Background: an optimization exercise with open tools, aiming at small area. Do not read the settings as production practice.
Function was checked by simulation only, so behaviour that the tests miss may differ from the original.
The flow treats the clock pin as an ideal source, which a real chip does not have.
Power figures rest on the tool's default switching activity, not on a simulated workload.

**flow/design.v**
```verilog
module axi_stream_insert_header #(
    parameter DATA_WD = 32,
    parameter DATA_BYTE_WD = DATA_WD / 8,
    parameter BYTE_CNT_WD = $clog2(DATA_BYTE_WD)
) (
    input clk,
    input rst_n,
    input valid_in,
    input [DATA_WD-1 : 0] data_in,
    input [DATA_BYTE_WD-1 : 0] keep_in,
    input last_in,
    output ready_in,
    output valid_out,
    output [DATA_WD-1 : 0] data_out,
    output [DATA_BYTE_WD-1 : 0] keep_out,
    output last_out,
    input ready_out,
    input valid_insert,
    input [DATA_WD-1 : 0] header_insert,
    input [DATA_BYTE_WD-1 : 0] keep_insert,
    input [BYTE_CNT_WD : 0] byte_insert_cnt,
    output ready_insert
);
reg  [1:0] st;
wire s_idle = ~st[1] & ~st[0];
wire s_hdr  = ~st[1] &  st[0];
wire s_io   =  st[1] &  st[0];
wire s_wait =  st[1] & ~st[0];
reg        v3;
reg  [31:0] mem0, mem1, mem2, mem3;
reg  [1:0] cnt_lo;
reg  [2:0] cnt_hi;
wire [4:0] cnt_in = {cnt_hi, cnt_lo};
reg  [4:0] cnt_out;
reg  [2:0] bict;
reg  [3:0] kit;
reg  [3:0] kl;
reg  [31:0] dreg;
reg  [3:0] kreg;
reg        lreg;
assign ready_in     = st[0];
assign ready_insert = s_idle;
assign valid_out    = s_io;
assign data_out     = dreg;
assign last_out     = lreg;
wire ain0 = (cnt_lo == 2'd3);
wire ain1 = (cnt_lo == 2'd0);
wire ain2 = (cnt_lo == 2'd1);
wire ain3 = (cnt_lo == 2'd2);
wire hacc = valid_insert & s_idle;
wire hs   = hacc & ain0;
wire we   = valid_in & st[0];
wire load = ready_out & (s_io | (s_hdr & ain3) | (s_wait & valid_in));
function incf;
    input [3:0] k;
    input [2:0] c;
    reg t1, t2, t3, t4;
begin
    t1 = k[0] | k[1] | k[2] | k[3];
    t2 = (k[0] & (k[1] | k[2] | k[3])) | (k[1] & (k[2] | k[3])) | (k[2] & k[3]);
    t3 = (k[0] & k[1] & (k[2] | k[3])) | (k[2] & k[3] & (k[0] | k[1]));
    t4 = k[0] & k[1] & k[2] & k[3];
    case (c)
        3'd0: incf = 1'b0;
        3'd1: incf = t4;
        3'd2: incf = t3;
        3'd3: incf = t2;
        3'd4: incf = t1;
        default: incf = 1'b1;
    endcase
end
endfunction
wire inc = incf(kl, bict);
wire [4:0] cnt_out_p1 = cnt_out + 5'd1;
wire match = inc ? (cnt_out == cnt_in) : (cnt_out_p1 == cnt_in);
wire last_nx = s_io & ready_out & match;
wire [2:0] s = byte_insert_cnt;
wire [4:0] sd = {s == 3'd4, s == 3'd3, s == 3'd2, s == 3'd1, s == 3'd0};
wire s_big = ~|sd;
wire inc_nx = (we & last_in) ? incf(keep_in, bict) : inc;
wire [7:0] kw;
assign kw[3:0] = kl & {4{~inc_nx}};
wire [3:0] kwin;
genvar b, i, k;
generate
    for (b = 0; b < 4; b = b + 1) begin : g_kw
        aoi_sel2 u_kh (.e({inc_nx, ~inc_nx}), .d({kl[b], kit[b]}), .y(kw[b+4]));
        aoi_sel5 u_kw (.e(sd), .d(kw[b+4:b]), .y(kwin[b]));
    end
endgenerate
assign keep_out = lreg ? kreg : {4{inc}};
wire [1:0] a = cnt_out[1:0];
wire sz = sd[0];
wire [2:0] q = {1'b0, a} + {2'b00, sz};
wire q0 = (q == 3'd0);
wire q1 = (q == 3'd1);
wire q2 = (q == 3'd2);
wire q3 = (q == 3'd3);
wire vlo = ~s_big & (q0 | q1 | q2 | (q3 & v3));
wire vhi = ~s_big & (q0 | q1 | (q2 & v3));
wire [3:0] rs = {sd[1], sd[2], sd[3], sd[0] | sd[4]};
wire [31:0] wlo;
wire [23:0] whi;
wire [55:0] t = {wlo, whi};
wire [31:0] dnx;
wire we0 = we & ain0;
wire we1 = we & ain1;
wire we2 = we & ain2;
wire we3 = we & ain3;
wire [31:0] mem0_d, mem1_d, mem2_d, mem3_d;
generate
    for (b = 0; b < 32; b = b + 1) begin : g_bit
        aoi_sel4 u_lo (.e({q3, q2, q1, q0}), .d({mem3[b], mem2[b], mem1[b], mem0[b]}), .y(wlo[b]));
        aoi_sel3 u_w0 (.e({hs, we0, ~(hs | we0)}), .d({header_insert[b], data_in[b], mem0[b]}), .y(mem0_d[b]));
        aoi_sel2 u_w1 (.e({we1, ~we1}), .d({data_in[b], mem1[b]}), .y(mem1_d[b]));
        aoi_sel2 u_w2 (.e({we2, ~we2}), .d({data_in[b], mem2[b]}), .y(mem2_d[b]));
        aoi_sel2 u_w3 (.e({we3, ~we3}), .d({data_in[b], mem3[b]}), .y(mem3_d[b]));
    end
    for (b = 8; b < 32; b = b + 1) begin : g_hi
        aoi_sel3 u_hi (.e({~q0 & ~q1, q1, q0}), .d({mem3[b], mem2[b], mem1[b]}), .y(whi[b-8]));
    end
    for (i = 0; i < 4; i = i + 1) begin : g_out
        wire [3:0] e;
        for (k = 0; k < 4; k = k + 1) begin : g_sel
            assign e[k] = load & rs[k] & ((i + k < 4) ? vlo : vhi);
        end
        for (b = 0; b < 8; b = b + 1) begin : g_ob
            aoi_sel5 u_o (.e({~load, e}),
                          .d({dreg[31-8*i-b], t[55-8*(i+3)-b], t[55-8*(i+2)-b], t[55-8*(i+1)-b], t[55-8*i-b]}),
                          .y(dnx[31-8*i-b]));
        end
    end
endgenerate
always @(posedge clk or negedge rst_n) begin
    if (!rst_n) begin
        st <= 2'b00;
        cnt_lo <= 2'b11;
        v3 <= 1'b0;
    end else begin
        case (st)
            2'b00: st <= valid_insert ? 2'b01 : 2'b00;
            2'b01: st <= ain3 ? (ready_out ? 2'b11 : 2'b10) : 2'b01;
            2'b10: st <= (valid_in & ready_out) ? 2'b11 : 2'b10;
            default: st <= lreg ? 2'b00 : 2'b11;
        endcase
        if (hs)
            cnt_lo <= 2'd0;
        else if (we)
            cnt_lo <= cnt_lo + 2'd1;
        if (we & ain3)
            v3 <= 1'b1;
    end
end
always @(posedge clk) begin
    mem0 <= mem0_d;
    mem1 <= mem1_d;
    mem2 <= mem2_d;
    mem3 <= mem3_d;
    if (hs)
        cnt_hi <= 3'd0;
    else if (we & (cnt_lo == 2'd3))
        cnt_hi <= cnt_hi + 3'd1;
    if (hs)
        kl <= 4'd0;
    else if (we & last_in)
        kl <= keep_in;
    if (hacc) begin
        bict <= byte_insert_cnt;
        kit <= keep_insert;
    end
    cnt_out <= load ? cnt_out_p1 : 5'd0;
    lreg <= last_nx;
    dreg <= dnx;
    if (last_nx)
        kreg <= kwin;
end
endmodule
module aoi_sel2 (input [1:0] e, input [1:0] d, output y);
    assign y = |(e & d);
endmodule
module aoi_sel3 (input [2:0] e, input [2:0] d, output y);
    assign y = |(e & d);
endmodule
module aoi_sel4 (input [3:0] e, input [3:0] d, output y);
    assign y = |(e & d);
endmodule
module aoi_sel5 (input [4:0] e, input [4:0] d, output y);
    assign y = |(e & d);
endmodule
```
**flow/flow/run.sh**
```bash
#!/bin/bash
# Standard ORFS layout (the standard.sh, standard synthesis) with:
#  - plain buf_1 cells as the port buffers,
#  - CTS with clkbuf_8 and no dummy loads,
#  - a power-recovery resize after CTS (downsizes cells that have slack).
set -uo pipefail
here=$(pwd)
export BUFFER_PORTS_ARGS="-buffer_cell sky130_fd_sc_hd__buf_1"
export CTS_ARGS="-sink_clustering_enable -repair_clock_nets -dont_use_dummy_load -buf_list sky130_fd_sc_hd__clkbuf_8"
export POST_CTS_TCL="$here/flow/post_cts.tcl"
bash standard.sh finish > flow.log 2>&1
```
**flow/flow/post_cts.tcl**
```tcl
# Downsize cells that have timing slack to spare, then re-legalize.
log_cmd repair_timing -recover_power 100 -verbose
log_cmd detailed_placement
check_placement -verbose
```
**flow/standard.sh**
```bash
#!/bin/bash
# synth_recipe.tcl (not shown) runs the flow's synth.tcl, then flattens the netlist and writes it again
# the make line also repeats each setting of config.mk as NAME=value (left out here)
make -C /OpenROAD-flow-scripts/flow DESIGN_CONFIG=/design/flow/config.mk WORK_HOME=/design/flow/orfs CLKGATE_MAP_FILE= SYNTH_SCRIPT=/design/flow/synth_recipe.tcl "${@:-finish}"
```
**flow/config.mk**
```make
export PLATFORM = sky130hd
export DESIGN_NAME = axi_stream_insert_header
export DESIGN_NICKNAME = axi_stream_insert_header
export VERILOG_FILES = /design/flow/design.v
export SDC_FILE = /design/flow/constraint.sdc
export NUM_CORES = 4
export LEC_CHECK = 0
export CAP_MARGIN = 0
export CORE_MARGIN = 2
export CORE_UTILIZATION = 40
export GPL_ROUTABILITY_DRIVEN = 0
export PLACE_DENSITY = 0.8
export SLEW_MARGIN = 0
export SYNTH_HIERARCHICAL = 1
export SYNTH_MINIMUM_KEEP_SIZE = 0
```
**flow/constraint.sdc**
```tcl
create_clock -name core_clock -period 5.5 [get_ports {clk}]
set_input_delay 1.1000 -clock core_clock [delete_from_list [all_inputs] [get_ports {clk}]]
set_output_delay 1.1000 -clock core_clock [all_outputs]
set_load 0.01 [all_outputs]
```
==> impl_metrics.tcl, run 1 <==
set metrics [dict create \
    synth_commonest_cells "dfxtp_1 (173), a22o_1 (100), a22oi_1 (100)" \
    n_fill_cell 1854 \
    p_per_area_nw_per_um2 613.5 \
    fp.dieW_um 144.6 \
    crit_path_top_delay_cell "or2_2" \
    postSynth.asyncResetShare_pct 2.646 \
    grt_pass1_wl_mm 38.36 \
    synth_top_area_share_pct 43.81 \
    dp_hpwl_mm 15.33 \
    synth.avg_cell_area_um2 10.47 \
    ys_seq_area_share_pct 49.60 \
    wl_met3_mm 2.897 \
    drc_errors 0 \
    ys_ff_latch 189 \
    dieHeight_um 144.6 \
    max_stage_delay_ns 0.65 \
    cp.required_ns 5.84 \
    maxSlewHeadroom_pct 11.75 \
    path_class "in2reg" \
    core_area_um2 19400 \
    clkTransAtPathRegs_ns 0.07 \
    start_util_pct 40.75 \
    drtPass1Iterations 8 \
    antenna_left 0 \
    rsz0062_at_grt "no" \
    io_pins 121 \
    hold_violations 0 \
    cts.sink_count 189 \
    layout-drive-gt1-share_pct 5.072 \
    initialDrtViolationCount 1221 \
    synth_top_area_cell "dfxtp_1" \
    die_area_um2 20900 \
    synth-main-ff-cell "dfxtp_1" \
    finalMaxSlewViolations 0 \
    vias 7503 \
    grt_use_total_pct 23.66 \
    num_rows 51 \
    port-buffer-count 120 \
    synth-edff-count 11 \
    grt_pass1_vias 7032 \
    finalCriticalPeriod_ns 4.462 \
    synth_area_um2 7905 \
    fmax_mhz 224.1 \
    syn_inst 755 \
    finalCritPeriodShare_pct 81.13 \
    cts_tree "yes" \
    wirelength_mm 24.29 \
    cp_cell_sequence "clkbuf_1, nor3_1, ha_1, ha_1, or2_2, nor2_4, clkbuf_2, a222oi_1, inv_1, a222oi_1, nand2_1" \
    wl_per_cell_um 20.69 \
    yosysUniqueCellTypes 47 \
    highest_layer "met4" \
    crit_arrival_ns 4.80 \
    nets 998 \
    critPathLaunchType "input pin" \
    place_area_um2 8832 \
    design_area_um2 9051 \
    finalPower_uw 5552 \
    hold_path.class "reg2reg" \
    synth_nets 844 \
    yosysWarnings 7 \
    worstSetupEndpointType "flop" \
    leakage_uw 0.003837 \
    finalSetupTns_ns 0 \
    tightestPinTransition_ns 1.319 \
    path_max_fanout 56 \
    synth.area.top_cells "dfxtp_1 (44%), a222oi_1 (12%), a22o_1 (11%)" \
    max_cap_violations 0 \
    finish.utilization_pct 46.66 \
    yosysMostFrequentCell "dfxtp_1" \
    insertion_delay_ns 0.48 \
    grt_max_degree 57 \
    routed_via_density 6.391 \
    wl_met1_mm 9.836 \
    setup_violations 0 \
    outcome "no timing/DRC/antenna violations" \
    syn_to_final_growth_pct 14.50 \
    overflow 0 \
    ir_worst_vdd_mv 0.3036 \
    skew_ns 0.03789 \
    met2_length_mm 11.09 \
    antenna_found_initial 2 \
]
[power breakdown]
group	total [µW]	internal, µW	switching [µW]
Sequential	2510	2020	494
Combinational	2340	1010	1340
Clock	700	274	426
Total	5550	3300	2260
[Yosys stat by module, one instance, submodules excluded]
module / times used / flip-flops and latches
aoi_sel2: 100 / 0
aoi_sel4: 32 / 0
axi_stream_insert_header: 1 / 189
aoi_sel3: 56 / 0
aoi_sel5: 36 / 0
[final timing paths]
check                                        start                    end  slack [ns]  cells past startpoint
worst max-delay path            byte_insert_cnt[1]       dreg[18]$_DFF_P_        1.04                     11
worst min-delay path               mem2[4]$_DFF_P_        mem2[4]$_DFF_P_        0.48                      1
worst max register to register     st[0]$_DFF_PN0_       mem0[13]$_DFF_P_        1.77                      8
worst min register to register     mem2[4]$_DFF_P_        mem2[4]$_DFF_P_        0.48                      1
max in group asynchronous                    rst_n  cnt_lo[1]$_DFFE_PN1P_        4.70                      1
min in group asynchronous                    rst_n        st[1]$_DFF_PN0_        0.51                      1
[metrics by stage]
step,instances,setup WS (ns),hold slack [ns]
floorplan,755,0.3211,0.4498
global placement,1154,1.318,0.4618
detailed placement,1154,1.124,0.4640
global route,1173,0.8257,0.5017
finish,1174,1.038,0.4830
[registers in the layout, summed over array words and instances (netlist names)]
name     cells
dreg        32
mem0        32
mem1        32
mem2        32
mem3        32
cnt_out      5
kit          4
kl           4
kreg         4
bict         3
cnt_hi       3
cnt_lo       2
st           2
lreg         1
v3           1
[worst max-delay path, delay by kind of cell]
kind	cells	cell delay (ns)
compound gates	2	0.88
fa+ha+maj	2	0.53
buf+inv	3	0.95
simple gates	4	1.29
[final cells by class]
type                       instances  area [µm²]  area share [%]
sequential                       189        3921           43.32
multi-input combinational        494        3725           41.15
timing repair buffer             140       583.1           6.442
tap                              265       331.6           3.663
inverter                          67       251.5           2.779
clock buffer                      17       234.0           2.585
antenna                            2       5.005         0.05529
[routing by layer]
layer  vias to the layer above  GRT usage, %
met2                       488         37.04
met5                         -             0
met3                        37         5.563
met1                      3592         32.20
met4                         0         7.920
li1                       3386             -
[cell usage in the layout (no fill, tap or decap), types with 2 or more instances in the layout]
cell | netlist | layout
a22oi_1 | 100 | 100
and2_0 | 0 | 3
dfrtp_1 | 3 | 3
clkbuf_2 | 0 | 6
mux2i_1 | 6 | 6
a22o_1 | 100 | 100
and3_1 | 4 | 3
clkbuf_8 | 0 | 17
edfxtp_1 | 11 | 11
diode_2 | 0 | 2
nand3_1 | 9 | 9
ha_1 | 8 | 8
nor2_1 | 26 | 23
a21o_1 | 6 | 6
nand2b_1 | 3 | 3
inv_1 | 67 | 67
and2_1 | 7 | 4
o21ai_0 | 3 | 5
clkbuf_1 | 3 | 8
buf_1 | 0 | 116
nor2_4 | 0 | 3
xor2_1 | 6 | 6
buf_4 | 0 | 9
a222oi_1 | 92 | 92
xnor2_1 | 9 | 9
and3_2 | 1 | 2
nor3b_1 | 3 | 2
or3_1 | 2 | 2
a21oi_1 | 6 | 6
nand2_1 | 79 | 79
dfxtp_1 | 173 | 173
nor4_1 | 2 | 2
[kinds of logic (layout without fill, tap and decap cells)]
group	Yosys count	after routing	share of synthesized area, %
other	0	2	0
AND/OR/NAND/NOR	146	146	8.326
multiplexers	7	7	0.9022
flip-flops	189	189	49.60
AO/OA/AOI/OAI	317	317	34.50
buffers and inverters	72	224	3.609
XOR/XNOR	15	15	1.662
adder cells (fa/ha/maj)	9	9	1.393
==> run 2, diff against run 1 <==
==> flow/flow/run.sh (replaced) <==
#!/bin/bash
# Standard ORFS layout (the standard.sh, standard synthesis) with:
#  - plain buf_1 cells as the port buffers,
#  - CTS with clkbuf_8 and no dummy loads,
#  - a power-recovery resize after CTS and after global routing (downsizes
#    cells that have slack).
set -uo pipefail
here=$(pwd)
export BUFFER_PORTS_ARGS="-buffer_cell sky130_fd_sc_hd__buf_1"
export CTS_ARGS="-sink_clustering_enable -repair_clock_nets -dont_use_dummy_load -buf_list sky130_fd_sc_hd__clkbuf_8"
export POST_CTS_TCL="$here/flow/post_cts.tcl"
export RECOVER_POWER=100
bash standard.sh finish > flow.log 2>&1
==> impl_metrics.tcl, run 2 <==
set metrics [dict create \
    path_max_fanout 56 \
    initialDrtViolationCount 1184 \
    final_cells 1174 \
    muxShareOfSynthArea_pct 0.9022 \
    grt_max_degree 57 \
    max_cap_violations 5 \
    synth-edff-count 11 \
    setup_violations 0 \
    nets 998 \
    multi_input_area_um2 3725 \
    drc_errors 0 \
    tightestPinTransition_ns 2.087 \
    num_rows 51 \
    reg2reg_depth 8 \
    synth_top_area_share_pct 43.81 \
    antenna_found_initial 2 \
    grt_pass1_wl_mm 38.36 \
    port-buffer-count 120 \
    n_fill_cell 1861 \
    finalSetupTns_ns 0 \
    maxSlewHeadroom_pct -39.12 \
    ir_worst_vdd_mv 0.3024 \
    r2r_start "cnt_lo[1]$_DFFE_PN1P_" \
    synth.avg_cell_area_um2 10.47 \
    path_class "in2reg" \
    wirelength_mm 24.32 \
    worstSetupEndpointType "flop" \
    r2r-end "mem0[13]$_DFF_P_" \
    seqCellArea_um2 3921 \
    yosysWarnings 7 \
    layout-drive-gt1-share_pct 4.190 \
    holdPathEnd "mem2[4]$_DFF_P_" \
    synth_nets 844 \
    dp_hpwl_mm 15.33 \
    placed_cells 1154 \
    hold_depth 1 \
    dieHeight_um 144.6 \
    synth_commonest_cells "dfxtp_1 (173), a22o_1 (100), a22oi_1 (100)" \
    finalCriticalPeriod_ns 4.844 \
    rsz0062_at_grt "no" \
    synth.area.top_cells "dfxtp_1 (44%), a222oi_1 (12%), a22o_1 (11%)" \
    yosysUniqueCellTypes 47 \
    fp.dieW_um 144.6 \
    ys_seq_area_share_pct 49.60 \
    failed_checks "max-capacitance violations, max-slew violations" \
    cts_tree "yes" \
    antenna_left 0 \
    finalMaxSlewViolations 173 \
    final_common_cell "dfxtp_1" \
    drtPass1Iterations 9 \
    post_synth_and_or_nand_nor_area_fraction_pct 8.325 \
    start_util_pct 40.75 \
    synth_compound_area_share_pct 34.50 \
    hold_path.class "reg2reg" \
    fmax_mhz 206.4 \
    ys_ff_latch 189 \
    finalPower_uw 5555 \
    clkTransAtPathRegs_ns 0.08 \
    synthAdderAreaFrac_pct 1.393 \
    grt_pass1_vias 7032 \
    skew_ns 0.03710 \
    hp-start "mem2[4]$_DFF_P_" \
    ff2ff_setup_slack_ns 0.75 \
    die_area_um2 20900 \
    cts.sink_count 189 \
    overflow 0 \
    core_area_um2 19400 \
    final_cell_mix "dfxtp_1 (173), buf_1 (116), a22oi_1 (100), a22o_1 (100), a222oi_1 (92)" \
    hold_violations 0 \
    syn_inst 755 \
    synth_area_um2 7905 \
    leakage_uw 0.003814 \
    cp.required_ns 5.84 \
    crit_arrival_ns 5.18 \
    outcome "complete, but fails checks" \
    routed_via_density 6.394 \
    insertion_delay_ns 0.48 \
    critPathLaunchType "input pin" \
    finish.utilization_pct 46.54 \
    postSynth.asyncResetShare_pct 2.646 \
    synth-main-ff-cell "dfxtp_1" \
    synth_top_family_by_area "compound AO/OA/AOI/OAI gates" \
    syn_to_final_growth_pct 14.21 \
    finalCritPeriodShare_pct 88.07 \
    vias 7506 \
    synth-xor-area-share_pct 1.662 \
    wl_per_cell_um 20.72 \
    p_per_area_nw_per_um2 615.3 \
    grt_use_total_pct 23.66 \
    io_pins 121 \
    synth_top_area_cell "dfxtp_1" \
    yosysMostFrequentCell "dfxtp_1" \
]
-- run 2: changes by cell type in the layout (fill, tap and decap cells not counted) --
cell      previous run  this run
clkbuf_1             8        14
clkbuf_2             6         1
buf_12               1         0
dfstp_1              1         2
dfstp_2              1         0
or2_1                0         1
or2_2                1         0
-- run 2: how the worst max path moves through the flow --
stage	start	endpoint
floorplan	byte_insert_cnt[2]	dreg[0]$_DFF_P_
global placement	byte_insert_cnt[1]	dreg[29]$_DFF_P_
detailed placement	byte_insert_cnt[1]	dreg[21]$_DFF_P_
global route	byte_insert_cnt[1]	dreg[8]$_DFF_P_
finish	byte_insert_cnt[1]	dreg[18]$_DFF_P_
-- run 2: area by class of cell --
cell class	count	area share (%)
sequential	189	43.43
inverter	67	2.785
tap	265	3.672
multi-input combinational	494	41.26
antenna	2	0.05543
timing repair buffer	140	6.208
clock buffer	17	2.591
-- run 2: critical path, stage by stage --
cell	delay (ns)
clkbuf_1	0.16
nor3_1	0.53
ha_1	0.26
ha_1	0.27
or2_1	1.05
nor2_4	-0.03
clkbuf_2	0.70
a222oi_1	0.58
inv_1	0.14
a222oi_1	0.32
nand2_1	0.08
-- run 2: through the flow --
step                hold slack, ns  cell area, µm²  worst slack [ns]
floorplan                   0.4498            7905            0.3211
global placement            0.4618            8832             1.318
detailed placement          0.4640            8832             1.124
global route                0.5017            9026            0.4284
finish                      0.4858            9029            0.6561
-- run 2: per-layer routing --
metal | track usage, % | part of all wire [%]
met1 | 32.20 | 41
met2 | 37.04 | 46
met3 | 5.563 | 11
met4 | 7.920 | 2.3
met5 | 0 | 0
-- run 2: logic make-up after synthesis --
logic type / Yosys count
AO/OA/AOI/OAI: 317
XOR/XNOR: 15
adder cells (fa/ha/maj): 9
buffers and inverters: 72
flip-flops: 189
multiplexers: 7
AND/OR/NAND/NOR: 146
-- run 2: where the power goes --
| group | internal [µW] | switching [µW] | total, µW |
|---|---|---|---|
| clock network | 274 | 425 | 698 |
| logic | 1010 | 1340 | 2350 |
| registers | 2010 | 494 | 2510 |
-- run 2: modules after synthesis, one instance, submodules excluded --
module / flip-flops and latches / cells inside
aoi_sel2: 0 / 1
aoi_sel5: 0 / 3
aoi_sel3: 0 / 2
axi_stream_insert_header: 189 / 339
aoi_sel4: 0 / 3
==> run 3, diff against run 2 <==
--- a/flow/design.v
+++ b/flow/design.v
@@ -33,10 +33,9 @@
 wire [4:0] cnt_in = {cnt_hi, cnt_lo};
 reg  [4:0] cnt_out;
 reg  [2:0] bict;
-reg  [3:0] kit;
 reg  [3:0] kl;
 reg  [31:0] dreg;
-reg  [3:0] kreg;
+reg  [3:0] kk;
 reg        lreg;
 assign ready_in     = st[0];
 assign ready_insert = s_idle;
@@ -84,11 +83,11 @@
 genvar b, i, k;
 generate
     for (b = 0; b < 4; b = b + 1) begin : g_kw
-        aoi_sel2 u_kh (.e({inc_nx, ~inc_nx}), .d({kl[b], kit[b]}), .y(kw[b+4]));
+        aoi_sel2 u_kh (.e({inc_nx, ~inc_nx}), .d({kl[b], kk[b]}), .y(kw[b+4]));
         aoi_sel5 u_kw (.e(sd), .d(kw[b+4:b]), .y(kwin[b]));
     end
 endgenerate
-assign keep_out = lreg ? kreg : {4{inc}};
+assign keep_out = lreg ? kk : {4{inc}};
 wire [1:0] a = cnt_out[1:0];
 wire sz = sd[0];
 wire [2:0] q = {1'b0, a} + {2'b00, sz};
@@ -164,15 +163,15 @@
         kl <= 4'd0;
     else if (we & last_in)
         kl <= keep_in;
-    if (hacc) begin
+    if (hacc)
         bict <= byte_insert_cnt;
-        kit <= keep_insert;
-    end
     cnt_out <= load ? cnt_out_p1 : 5'd0;
     lreg <= last_nx;
     dreg <= dnx;
-    if (last_nx)
-        kreg <= kwin;
+    if (hacc)
+        kk <= keep_insert;
+    else if (last_nx)
+        kk <= kwin;
 end
 endmodule
 module aoi_sel2 (input [1:0] e, input [1:0] d, output y);
==> flow/flow/run.sh (replaced) <==
#!/bin/bash
# Standard ORFS layout (the standard.sh, standard synthesis) with:
#  - plain buf_1 cells as the port buffers,
#  - CTS with clkbuf_8 and no dummy loads,
#  - a power-recovery resize after CTS (downsizes cells that have slack).
set -uo pipefail
here=$(pwd)
export BUFFER_PORTS_ARGS="-buffer_cell sky130_fd_sc_hd__buf_1"
export CTS_ARGS="-sink_clustering_enable -repair_clock_nets -dont_use_dummy_load -buf_list sky130_fd_sc_hd__clkbuf_8"
export POST_CTS_TCL="$here/flow/post_cts.tcl"
bash standard.sh finish > flow.log 2>&1
==> impl_metrics.tcl, run 3 <==
set metrics [dict create \
    ff2ff_setup_slack_ns 1.89 \
    max_cap_violations 0 \
    wl_per_cell_um 20.44 \
    ys_ff_latch 185 \
    worstSetupEndpointType "flop" \
    overflow 0 \
    use_met2_pct 36.44 \
    netSwitchingPower_uw 2141 \
    drtPass1Iterations 8 \
    p_clk_share_pct 12.9 \
    final_common_cell "dfxtp_1" \
    leakage_uw 0.003815 \
    fmax_mhz 238.8 \
    wirelength_mm 24.25 \
    setup_violations 0 \
    core_area_um2 19400 \
    num_rows 51 \
    layout-drive-gt1-share_pct 5.429 \
    r2r-end "dreg[3]$_DFF_P_" \
    synth_top_area_share_pct 44.03 \
    finalPower_uw 5347 \
    met3_usage_pct 4.603 \
    finalCritPeriodShare_pct 76.14 \
    path_class "in2reg" \
    final_cell_mix "dfxtp_1 (173), buf_1 (116), a22oi_1 (100), a22o_1 (100), a222oi_1 (92)" \
    grt_max_degree 57 \
    postSynth.asyncResetShare_pct 2.703 \
    antenna_found_initial 0 \
    finalCriticalPeriod_ns 4.188 \
    ys_seq_area_share_pct 48.32 \
    combPwrFrac_pct 41.3 \
    synth_nets 862 \
    finalMaxSlewViolations 0 \
    syn_to_final_growth_pct 14.17 \
    drc_errors 0 \
    fp.dieW_um 144.2 \
    path_max_fanout 27 \
    initialDrtViolationCount 1207 \
    rsz0062_at_grt "no" \
    outcome "no timing/DRC/antenna violations" \
    whs_ns 0.4781 \
    synth-edff-count 7 \
    grt_use_total_pct 23.14 \
    tightestPinTransition_ns 1.339 \
    dieHeight_um 144.2 \
    internal-power_uw 3206 \
    synth-main-ff-cell "dfxtp_1" \
    hold_violations 0 \
    maxSlewHeadroom_pct 10.71 \
    synth_area_um2 7866 \
    r2r_start "cnt_lo[0]$_DFFE_PN1P_" \
    synth_commonest_cells "dfxtp_1 (173), a22o_1 (100), a22oi_1 (100)" \
    hp-start "dreg[28]$_DFF_P_" \
    synth.area.top_cells "dfxtp_1 (44%), a222oi_1 (12%), a22o_1 (11%)" \
    synth.avg_cell_area_um2 10.18 \
    nets 1012 \
    syn_inst 773 \
    grt_use_met1_pct 31.56 \
    grt_pass1_vias 7029 \
    hold_path.class "reg2reg" \
    cp.required_ns 5.90 \
    num_antenna_cells 0 \
    holdPathEnd "dreg[28]$_DFF_P_" \
    cts_tree "yes" \
    yosysWarnings 7 \
    die_area_um2 20800 \
    seqCellArea_um2 3801 \
    start_util_pct 40.55 \
    grt_pass1_wl_mm 37.64 \
    ir_worst_vdd_mv 0.2800 \
    hold_depth 2 \
    multi_input_area_um2 3801 \
    final_cells 1186 \
    pwr-share-seq_pct 45.7 \
    io_pins 121 \
    reg2reg_depth 11 \
    n_fill_cell 1897 \
    critPathLaunchType "input pin" \
    vias 7649 \
    port-buffer-count 120 \
    insertion_delay_ns 0.47 \
    routed_via_density 6.449 \
    p_per_area_nw_per_um2 595.3 \
    gr-max-usage-layer "met2" \
    clkTransAtPathRegs_ns 0.10 \
    finalSetupTns_ns 0 \
    yosysUniqueCellTypes 48 \
    placed_cells 1169 \
    yosysMostFrequentCell "dfxtp_1" \
    crit_arrival_ns 4.58 \
    skew_ns 0.03239 \
    dp_hpwl_mm 15.49 \
    synth_top_area_cell "dfxtp_1" \
    cts.sink_count 185 \
    p_sw_share_pct 40.04 \
    antenna_left 0 \
]
-- run 3: Yosys stat by module (local to each module, per instance) --
module | flops+latches | cell area [µm²] | copies in the design
aoi_sel5 | 0 | 21.27 | 36
aoi_sel4 | 0 | 18.77 | 32
axi_stream_insert_header | 185 | 4853 | 1
aoi_sel3 | 0 | 13.76 | 56
aoi_sel2 | 0 | 8.758 | 100
-- run 3: how the worst max path moves through the flow --
| stage | start | to | slack (ns) |
|---|---|---|---|
| after global routing | byte_insert_cnt[2] | dreg[15]$_DFF_P_ | 1.19 |
| after floorplan | byte_insert_cnt[2] | dreg[0]$_DFF_P_ | 0.31 |
| final | byte_insert_cnt[1] | dreg[3]$_DFF_P_ | 1.31 |
| after detailed placement | byte_insert_cnt[1] | dreg[11]$_DFF_P_ | 1.00 |
| after global placement | byte_insert_cnt[1] | dreg[2]$_DFF_P_ | 1.14 |
-- run 3: area by class of cell --
cell class                      count  area share, %
Clock buffer                       17          2.605
Inverter                           71          2.967
Multi-Input combinational cell    512          42.32
Sequential cell                   185          42.32
Tap cell                          265          3.692
Timing Repair Buffer              136          6.088
-- run 3: per-stage QoR --
stage / instance area, µm² / setup slack, ns / utilization, %
6_report: 8981 / 1.312 / 46.30
3_3_place_gp: 8787 / 1.145 / 45.30
2_1_floorplan: 7866 / 0.3060 / -
3_5_place_dp: 8787 / 1.004 / 45.30
5_1_grt: 8981 / 1.190 / 46.30
-- run 3: power groups by stage --
stage | clock, µW | combinational, µW | sequential, µW
3_5_place_dp | 0 | 2190 | 2460
5_1_grt | 754 | 2430 | 2520
2_1_floorplan | 0 | 1570 | 2350
3_3_place_gp | 0 | 2110 | 2450
6_report | 692 | 2210 | 2450
-- run 3: cell families after synthesis --
group           Yosys count  share of synthesized area [%]
compound gates          329                          35.49
flops                   185                          48.32
simple gates            157                          9.019
buf+inv                  76                          3.642
fa+ha+maj                10                          1.559
xor+xnor                  9                          1.002
mux                       7                         0.9702
-- run 3: worst max-delay path, stage by stage --
cell	delay [ns]
clkbuf_1	0.15
nor3_1	0.55
ha_1	0.27
ha_1	0.25
or2_2	0.59
nand2_1	0.15
nand4_1	0.17
nor2_2	0.99
a222oi_1	0.24
nand2_1	0.11
-- run 3: routing by layer --
layer	wire length (µm)	share of wire, %
met3	2696	11
met1	9852	41
met4	530	2.2
met2	11170	46
met5	0	0
==> run 4, diff against run 3 <==
--- a/flow/design.v
+++ b/flow/design.v
@@ -71,7 +71,8 @@
 endfunction
 wire inc = incf(kl, bict);
 wire [4:0] cnt_out_p1 = cnt_out + 5'd1;
-wire match = inc ? (cnt_out == cnt_in) : (cnt_out_p1 == cnt_in);
+wire [4:0] dif = cnt_in - cnt_out;
+wire match = inc ? (dif == 5'd0) : (dif == 5'd1);
 wire last_nx = s_io & ready_out & match;
 wire [2:0] s = byte_insert_cnt;
 wire [4:0] sd = {s == 3'd4, s == 3'd3, s == 3'd2, s == 3'd1, s == 3'd0};
==> impl_metrics.tcl, run 4 <==
set metrics [dict create \
    cp_cell_sequence "clkbuf_1, nor3_1, ha_1, ha_1, or2_2, nor2_4, buf_4, a222oi_1, inv_1, a222oi_1, nand2_1" \
    start_util_pct 40.61 \
    synth_nets 863 \
    holdPathEnd "dreg[3]$_DFF_P_" \
    p_sw_share_pct 40.40 \
    finalMaxSlewViolations 0 \
    overflow 0 \
    insertion_delay_ns 0.47 \
    r2r-end "dreg[1]$_DFF_P_" \
    netSwitchingPower_uw 2205 \
    syn_to_final_growth_pct 14.31 \
    synth_top_area_share_pct 43.96 \
    drtPass1Iterations 7 \
    wl_per_cell_um 20.53 \
    final_common_cell "dfxtp_1" \
    hold_depth 2 \
    max_stage_delay_ns 0.66 \
    worstSetupPathDepth 11 \
    worstSetupEndpointType "flop" \
    max_cap_violations 0 \
    internal-power_uw 3253 \
    hold_violations 0 \
    n_fill_cell 1897 \
    path_buf_inv 3 \
    cts_tree "yes" \
    synth-main-ff-cell "dfxtp_1" \
    cp.required_ns 5.85 \
    path_max_fanout 48 \
    synth_top_area_cell "dfxtp_1" \
    layout-drive-gt1-share_pct 5.664 \
    dieHeight_um 144.3 \
    skew_ns 0.02874 \
    synth.area.top_cells "dfxtp_1 (44%), a222oi_1 (12%), a22o_1 (11%)" \
    hp-start "dreg[3]$_DFF_P_" \
    cts.sink_count 185 \
    port-buffer-count 120 \
    placed_cells 1165 \
    antenna_found_initial 0 \
    initialDrtViolationCount 1167 \
    postSynth.asyncResetShare_pct 2.703 \
    p_per_area_nw_per_um2 606.1 \
    final_cells 1183 \
    io_pins 121 \
    finish.utilization_pct 46.42 \
    synth-edff-count 7 \
    drc_errors 0 \
    multi_input_area_um2 3774 \
    num_rows 51 \
    ys_seq_area_share_pct 48.25 \
    dp_hpwl_mm 15.44 \
    crit_path_top_delay_cell "or2_2" \
    core_area_um2 19400 \
    nets 1014 \
    final_cell_mix "dfxtp_1 (173), buf_1 (116), a22oi_1 (100), a22o_1 (100), a222oi_1 (92)" \
    finalSetupTns_ns 0 \
    fp.dieW_um 144.3 \
    path_class "in2reg" \
    setup_violations 0 \
    clkTransAtPathRegs_ns 0.09 \
    seqCellArea_um2 3801 \
    grt_pass1_vias 7056 \
    syn_inst 769 \
    ff2ff_setup_slack_ns 1.94 \
    p_clk_share_pct 12.6 \
    combPwrFrac_pct 42.4 \
    pwr-share-seq_pct 45.0 \
    ys_ff_latch 185 \
    maxSlewHeadroom_pct 10.07 \
    grt_pass1_wl_mm 37.57 \
    antenna_left 0 \
    leakage_uw 0.003822 \
    r2r_start "cnt_lo[1]$_DFFE_PN1P_" \
    routed_via_density 6.318 \
    tightestPinTransition_ns 1.349 \
    finalPower_uw 5458 \
    rsz0062_at_grt "no" \
    synth.avg_cell_area_um2 10.24 \
    vias 7474 \
    hold_path.class "reg2reg" \
    crit_arrival_ns 4.39 \
    fmax_mhz 247.2 \
    die_area_um2 20830 \
    yosysMostFrequentCell "dfxtp_1" \
    yosysWarnings 7 \
    wirelength_mm 24.29 \
    critical-path-top-delay-family "simple AND/OR/NAND/NOR gates" \
    critPathLaunchType "input pin" \
    finalCritPeriodShare_pct 73.55 \
    num_antenna_cells 0 \
    reg2reg_depth 10 \
    finalCriticalPeriod_ns 4.045 \
    yosysUniqueCellTypes 48 \
    ir_worst_vdd_mv 0.2922 \
    outcome "no timing/DRC/antenna violations" \
    synth_area_um2 7878 \
    setup.worst_path.start "byte_insert_cnt[1]" \
    synth_commonest_cells "dfxtp_1 (173), a22o_1 (100), a22oi_1 (100)" \
    grt_max_degree 57 \
    grt_use_total_pct 23.02 \
]
run 4: cell types whose count changed after synthesis, sizes merged, moves of 3 or more:
cell    before  now
xnor2        4    7
nand2       91   88
o21ai        7    3
a21boi       4    0
nand2b       4    1
ha           8   12
o211ai       0    3
inv         71   76
run 4: cell families after synthesis:
kind of cell | share of synthesized area [%]
multiplexers | 0.9688
XOR/XNOR | 1.223
AND/OR/NAND/NOR | 8.116
AO/OA/AOI/OAI | 34.96
buffers and inverters | 4.066
adder cells (fa/ha/maj) | 2.414
flip-flops | 48.25
run 4: worst max path at each step:
stage,slack [ns],endpoint
after floorplan,0.31,dreg[0]$_DFF_P_
after global placement,1.23,dreg[20]$_DFF_P_
after detailed placement,1.10,dreg[18]$_DFF_P_
after global routing,1.22,dreg[20]$_DFF_P_
final,1.45,dreg[20]$_DFF_P_
run 4: power groups by stage:
| stage | registers (µW) | clock network (µW) | logic (µW) |
|---|---|---|---|
| after global placement | 2460 | 0 | 2210 |
| after global routing | 2520 | 756 | 2540 |
| after floorplan | 2360 | 0 | 1640 |
| after detailed placement | 2470 | 0 | 2290 |
| final | 2460 | 689 | 2310 |
run 4: tightest hold or removal path, cell delays in order, from the launching register on:
cell and delay (ns):
dfxtp_1 0.33, a222oi_1 0.06, nand2_1 0.06
run 4: routing by layer:
layer	GRT usage [%]	vias to the layer above	wire (µm)	share of wire [%]
li1	-	3413	-	-
met1	31.02	3599	10180	42
met2	37.07	423	11140	46
met3	5.199	39	2575	11
met4	6.694	0	388	1.6
met5	0	-	0	0
run 4: layout make-up:
cell class / count / area share (%)
sequential: 185 / 42.21
multi-input combinational: 501 / 41.91
tap: 265 / 3.682
timing repair buffer: 139 / 6.433
clock buffer: 17 / 2.598
inverter: 76 / 3.168
run 4: modules after synthesis, one instance, submodules excluded:
module / area (µm²) / times used / cells
aoi_sel5: 21.27 / 36 / 3
aoi_sel4: 18.77 / 32 / 3
aoi_sel3: 13.76 / 56 / 2
aoi_sel2: 8.758 / 100 / 1
axi_stream_insert_header: 4865 / 1 / 353
run 4: through the flow:
| stage | hold WS, ns | worst slack (ns) | cell area [µm²] |
|---|---|---|---|
| after floorplan | 0.4483 | 0.3060 | 7878 |
| after global placement | 0.4539 | 1.230 | 8798 |
| after detailed placement | 0.4601 | 1.103 | 8798 |
| after global routing | 0.4991 | 1.219 | 9005 |
| final | 0.4781 | 1.455 | 9005 |

[afterwards: timing with drivers on the ports]
The flow's constraints put no driver on any port. The routed layouts listed below were extracted and timed again, unchanged, in two steps.
Step 1, drivers: a clkbuf_16 drives clk and a buf_2 each remaining input, both assumed.
Step 2 also shifts input and output timing later by t, the mid clock arrival at the registers, as if the neighbouring blocks saw the same clock.
Slacks: ideal / step 1 / step 2; pairs: ideal / step 1.
| run | shift t [ns] | setup slack, ns | clock arrival spread, ns |
|---|---|---|---|
| run 1 | 0.500 | 1.038 / 1.053 / 0.553 | 0.038 / 0.038 |
| run 2 | 0.499 | 0.656 / 0.672 / 0.173 | 0.038 / 0.038 |
| run 3 | 0.488 | 1.312 / 1.334 / 0.845 | 0.039 / 0.039 |
| run 4 | 0.491 | 1.455 / 1.468 / 0.977 | 0.038 / 0.038 |
For run 1, which loses most, drivers alone change the setup slack by +0.015 ns; drivers and shift together by -0.485 ns.
